What follows belongs to an exercise in optimizing a design on an open flow for small area; a production flow would make more cautious choices. Where RTL was checked, it was by simulation tests only, not by an equivalence proof against the original. Power and IR drop assume default switching activity.

Setup of before:
## tetris
module tetris(input logic CLOCK_50, input logic[3:0] KEY, input logic RESET_N, input logic START_N,
              output logic[6:0] HEX5,
              output logic [7:0] VGA_X, output logic [6:0] VGA_Y,
              output logic [2:0] VGA_COLOUR, output logic VGA_PLOT);
Size: about 2500 cells after synthesis, roughly 33 I/O pins, about 33000 sq um of cells after synthesis.
export LEC_CHECK = 0
export CAP_MARGIN = 20
export CORE_MARGIN = 2
export CORE_UTILIZATION = 70
export GPL_TIMING_DRIVEN = 0
export SLEW_MARGIN = 20
create_clock -name core_clock -period 20.0 [get_ports {CLOCK_50}]
standard.sh (not shown) runs the stock make flow with config.mk's settings and CLKGATE_MAP_FILE= SYNTH_SCRIPT=/design/flow/synth_recipe.tcl, a recipe that flattens the netlist after the stock synthesis.
==> flow/flow/run.sh <==
#!/bin/bash
# Layout flow: the standard ORFS flow (standard.sh), with these changes:
#  - synthesis maps the logic with the ABC script in flow/abc_speed.script (area-oriented mapping)
#    instead of ORFS's default, and leaves adders to ABC (no ADDER_MAP_FILE); registers, their names
#    and their cells are unchanged;
#  - the larger buffers (buf_6/8/12/16, bufbuf_8/16) are added to the platform's don't-use list, so repair_design
#    fixes slew with smaller ones;
#  - clock tree synthesis runs with the settings in CTS_ARGS below (no dummy loads, clkbuf_8
#    clusters).
# Every tool's output goes to ORFS's own logs under orfs/logs; standard.sh's output to standard.log.
set -euo pipefail
here=$(pwd)
rm -rf "$here/scripts_custom"
cp -r "$FLOW_HOME/scripts" "$here/scripts_custom"
cp "$here/flow/abc_speed.script" "$here/scripts_custom/abc_speed.script"
export SCRIPTS_DIR="$here/scripts_custom"
export CTS_ARGS="-sink_clustering_enable -repair_clock_nets -dont_use_dummy_load -buf_list sky130_fd_sc_hd__clkbuf_8 -sink_clustering_size 16 -sink_clustering_max_diameter 55"
platform_du=$(make -s -C "$FLOW_HOME" DESIGN_CONFIG="$FLOW_CONFIG" WORK_HOME="$here/orfs" print-DONT_USE_CELLS 2> "$here/print_dont_use.log" | sed -n 's/^DONT_USE_CELLS: //p')
du="$platform_du sky130_fd_sc_hd__buf_6 sky130_fd_sc_hd__buf_8 sky130_fd_sc_hd__buf_12 sky130_fd_sc_hd__buf_16 sky130_fd_sc_hd__bufbuf_8 sky130_fd_sc_hd__bufbuf_16"
echo "$du" > "$here/dont_use_cells.log"
bash standard.sh "DONT_USE_CELLS=$du" "ADDER_MAP_FILE=" finish > "$here/standard.log" 2>&1
==> flow/flow/abc_speed.script <==
strash
&get -n
&deepsyn -T 900
&put
strash
&get -n
&dch -f
&nf -R 1000 -p -a -A 4 -F 8 -C 32
&put
The final layout from before, which completed every stage, passed the timing, DRC and antenna checks at the end of the flow.
The following lists how after was set up differently from before:
Settings: swapping 20 for 10 in CAP_MARGIN; swapping 70 for 75 in CORE_UTILIZATION; swapping 20 for 10 in SLEW_MARGIN.
==> flow/flow/abc_speed.script <==
strash
&get -n
&deepsyn -T 300
&put
strash
&get -n
&dch -f
&nf -R 1000 -p -a -A 4 -F 8 -C 32
&put
## What came out
Looking at the reports, after completed the entire flow and the layout it produced met the timing, DRC and antenna checks.
[compare] base=before new=after: achievable frequency rose by about 8%; number of clock-tree buffers in the layout down 2; number of design-rule violations left by the first detailed-router iteration climbed 63%; detailed placer's ending HPWL rose by about 4%; critical path required time went down 0.24 ns.
Number of global-route vias before repair in after is 2442 above before.
No functional check of the RTL was part of any run of this note.

========
== build 74 ==
tetris, a different RTL version from the one above (not shown whole).
Size in the first run: about 2900 cells after synthesis, roughly 760 flip-flops, roughly 33 I/O pins, about 35000 um^2 of cells after synthesis.
clock: 20.0 ns
lec_check: 0
cap_margin: 20
core_margin: 2
core_utilization: 50
gpl_timing_driven: 0
slew_margin: 20
==> flow/flow/run.sh <==
#!/bin/bash
# Layout flow: the standard ORFS flow (standard.sh), with two changes:
#  - synthesis maps the logic with the ABC script in flow/abc_speed.script (area-oriented mapping)
#    instead of ORFS's default; registers, their names and their cells are unchanged;
#  - clock tree synthesis runs with the settings in CTS_ARGS below (no dummy loads, small clkbuf_4 clusters).
# Every tool's output goes to ORFS's own logs under orfs/logs; standard.sh's output to standard.log.
set -euo pipefail
here=$(pwd)
rm -rf "$here/scripts_custom"
cp -r "$FLOW_HOME/scripts" "$here/scripts_custom"
cp "$here/flow/abc_speed.script" "$here/scripts_custom/abc_speed.script"
export SCRIPTS_DIR="$here/scripts_custom"
export CTS_ARGS="-sink_clustering_enable -repair_clock_nets -dont_use_dummy_load -buf_list sky130_fd_sc_hd__clkbuf_4 -sink_clustering_size 10 -sink_clustering_max_diameter 40"
bash standard.sh > "$here/standard.log" 2>&1
==> flow/flow/abc_speed.script <==
strash
&get -n
&deepsyn -T 30
&put
strash
&get -n
&dch -f
&nf -R 1000
&put
Both conditions hold for build 74: the flow ran to the end and the final layout passed the timing, DRC and antenna checks.
diff inputs: build 74 => build 89
- CORE_UTILIZATION: 50 -> 70
==> flow/flow/run.sh <==
#!/bin/bash
# Layout flow: the standard ORFS flow (standard.sh), with these changes:
#  - synthesis maps the logic with the ABC script in flow/abc_speed.script (area-oriented mapping)
#    instead of ORFS's default, and leaves adders to ABC (no ADDER_MAP_FILE); registers, their names
#    and their cells are unchanged;
#  - the larger buffers (buf_6/8/12/16, bufbuf_8/16) are added to the platform's don't-use list, so repair_design
#    fixes slew with smaller ones;
#  - clock tree synthesis runs with the settings in CTS_ARGS below (no dummy loads, clkbuf_8
#    clusters).
# Every tool's output goes to ORFS's own logs under orfs/logs; standard.sh's output to standard.log.
set -euo pipefail
here=$(pwd)
rm -rf "$here/scripts_custom"
cp -r "$FLOW_HOME/scripts" "$here/scripts_custom"
cp "$here/flow/abc_speed.script" "$here/scripts_custom/abc_speed.script"
export SCRIPTS_DIR="$here/scripts_custom"
export CTS_ARGS="-sink_clustering_enable -repair_clock_nets -dont_use_dummy_load -buf_list sky130_fd_sc_hd__clkbuf_8 -sink_clustering_size 15 -sink_clustering_max_diameter 50"
platform_du=$(make -s -C "$FLOW_HOME" DESIGN_CONFIG="$FLOW_CONFIG" WORK_HOME="$here/orfs" print-DONT_USE_CELLS 2> "$here/print_dont_use.log" | sed -n 's/^DONT_USE_CELLS: //p')
du="$platform_du sky130_fd_sc_hd__buf_6 sky130_fd_sc_hd__buf_8 sky130_fd_sc_hd__buf_12 sky130_fd_sc_hd__buf_16 sky130_fd_sc_hd__bufbuf_8 sky130_fd_sc_hd__bufbuf_16"
echo "$du" > "$here/dont_use_cells.log"
bash standard.sh "DONT_USE_CELLS=$du" "ADDER_MAP_FILE=" finish > "$here/standard.log" 2>&1
==> flow/flow/abc_speed.script <==
strash
&get -n
&deepsyn -T 300
&put
strash
&get -n
&dch -f
&nf -R 1000
&put
Results
Going from build 74 to build 89, the synthesized cell count was found to have gone down by 9.3%.
On share of the core filled with cells: build 89 sits above build 74.
Of build 89 and build 74, it is build 89 that has the lower worst hold path depth.
| met1 wire length | lower: build 89 |
Diff build 89 and build 74: final clock period utilization by the worst path higher in build 74
Build 74 → build 89: total detailed-routing wirelength shows a reduction of 12000 um, slack of the critical path went up 1.72 ns, non-filler instance count after layout now sits lower.
What build 44 does differently from build 89 at the input level:
- a change of CORE_UTILIZATION from 70 to 60
### Flow results
- Number of slew-limit violations in the final report delta (build 89 -> build 44): insignificant
- Build 44 against build 89: clock buffer count from CTS picked up an extra 5; final RePlAce weighted congestion has increased; share of the clock period used by the worst path shrank by 0.26 points.
- Build 89 -> build 44: net count reported at finish flat
- Build 44 vs. build 89: post-layout minimum cycle time went down 0.052 ns, switching share of power held.

==> re-timing with driven ports <==
The flow's constraints put no driver on any port. The routed layouts listed below were extracted and timed again, unchanged, in two steps.
Step 1 (the two cells are an assumption about what drives the block):
set clk [get_ports {CLOCK_50}]
set_driving_cell -lib_cell sky130_fd_sc_hd__clkbuf_16 $clk
set_driving_cell -lib_cell sky130_fd_sc_hd__buf_2 [delete_from_list [all_inputs] $clk]
Step 2, shift: input delay + t, output delay - t, t = (earliest + latest rising clock arrival at the registers) / 2. This alone moves slack from input paths to output paths.
Three values: ideal, step 1, step 2; two values: the first two.
run	t (ns)	setup WS [ns]	worst slew at a driven data input, ns	cell pins on the clock port's net
before	0.740	8.678 / 8.678 / 8.678	0.03	1
after	0.790	9.518 / 9.518 / 9.518	0.04	1
build 74	0.956	7.489 / 7.426 / 8.382	0.03	1
build 89	0.748	9.207 / 9.145 / 9.272	0.05	1
build 44	0.725	9.260 / 9.199 / 9.768	0.04	1
After both steps setup and hold are still met in every run listed.
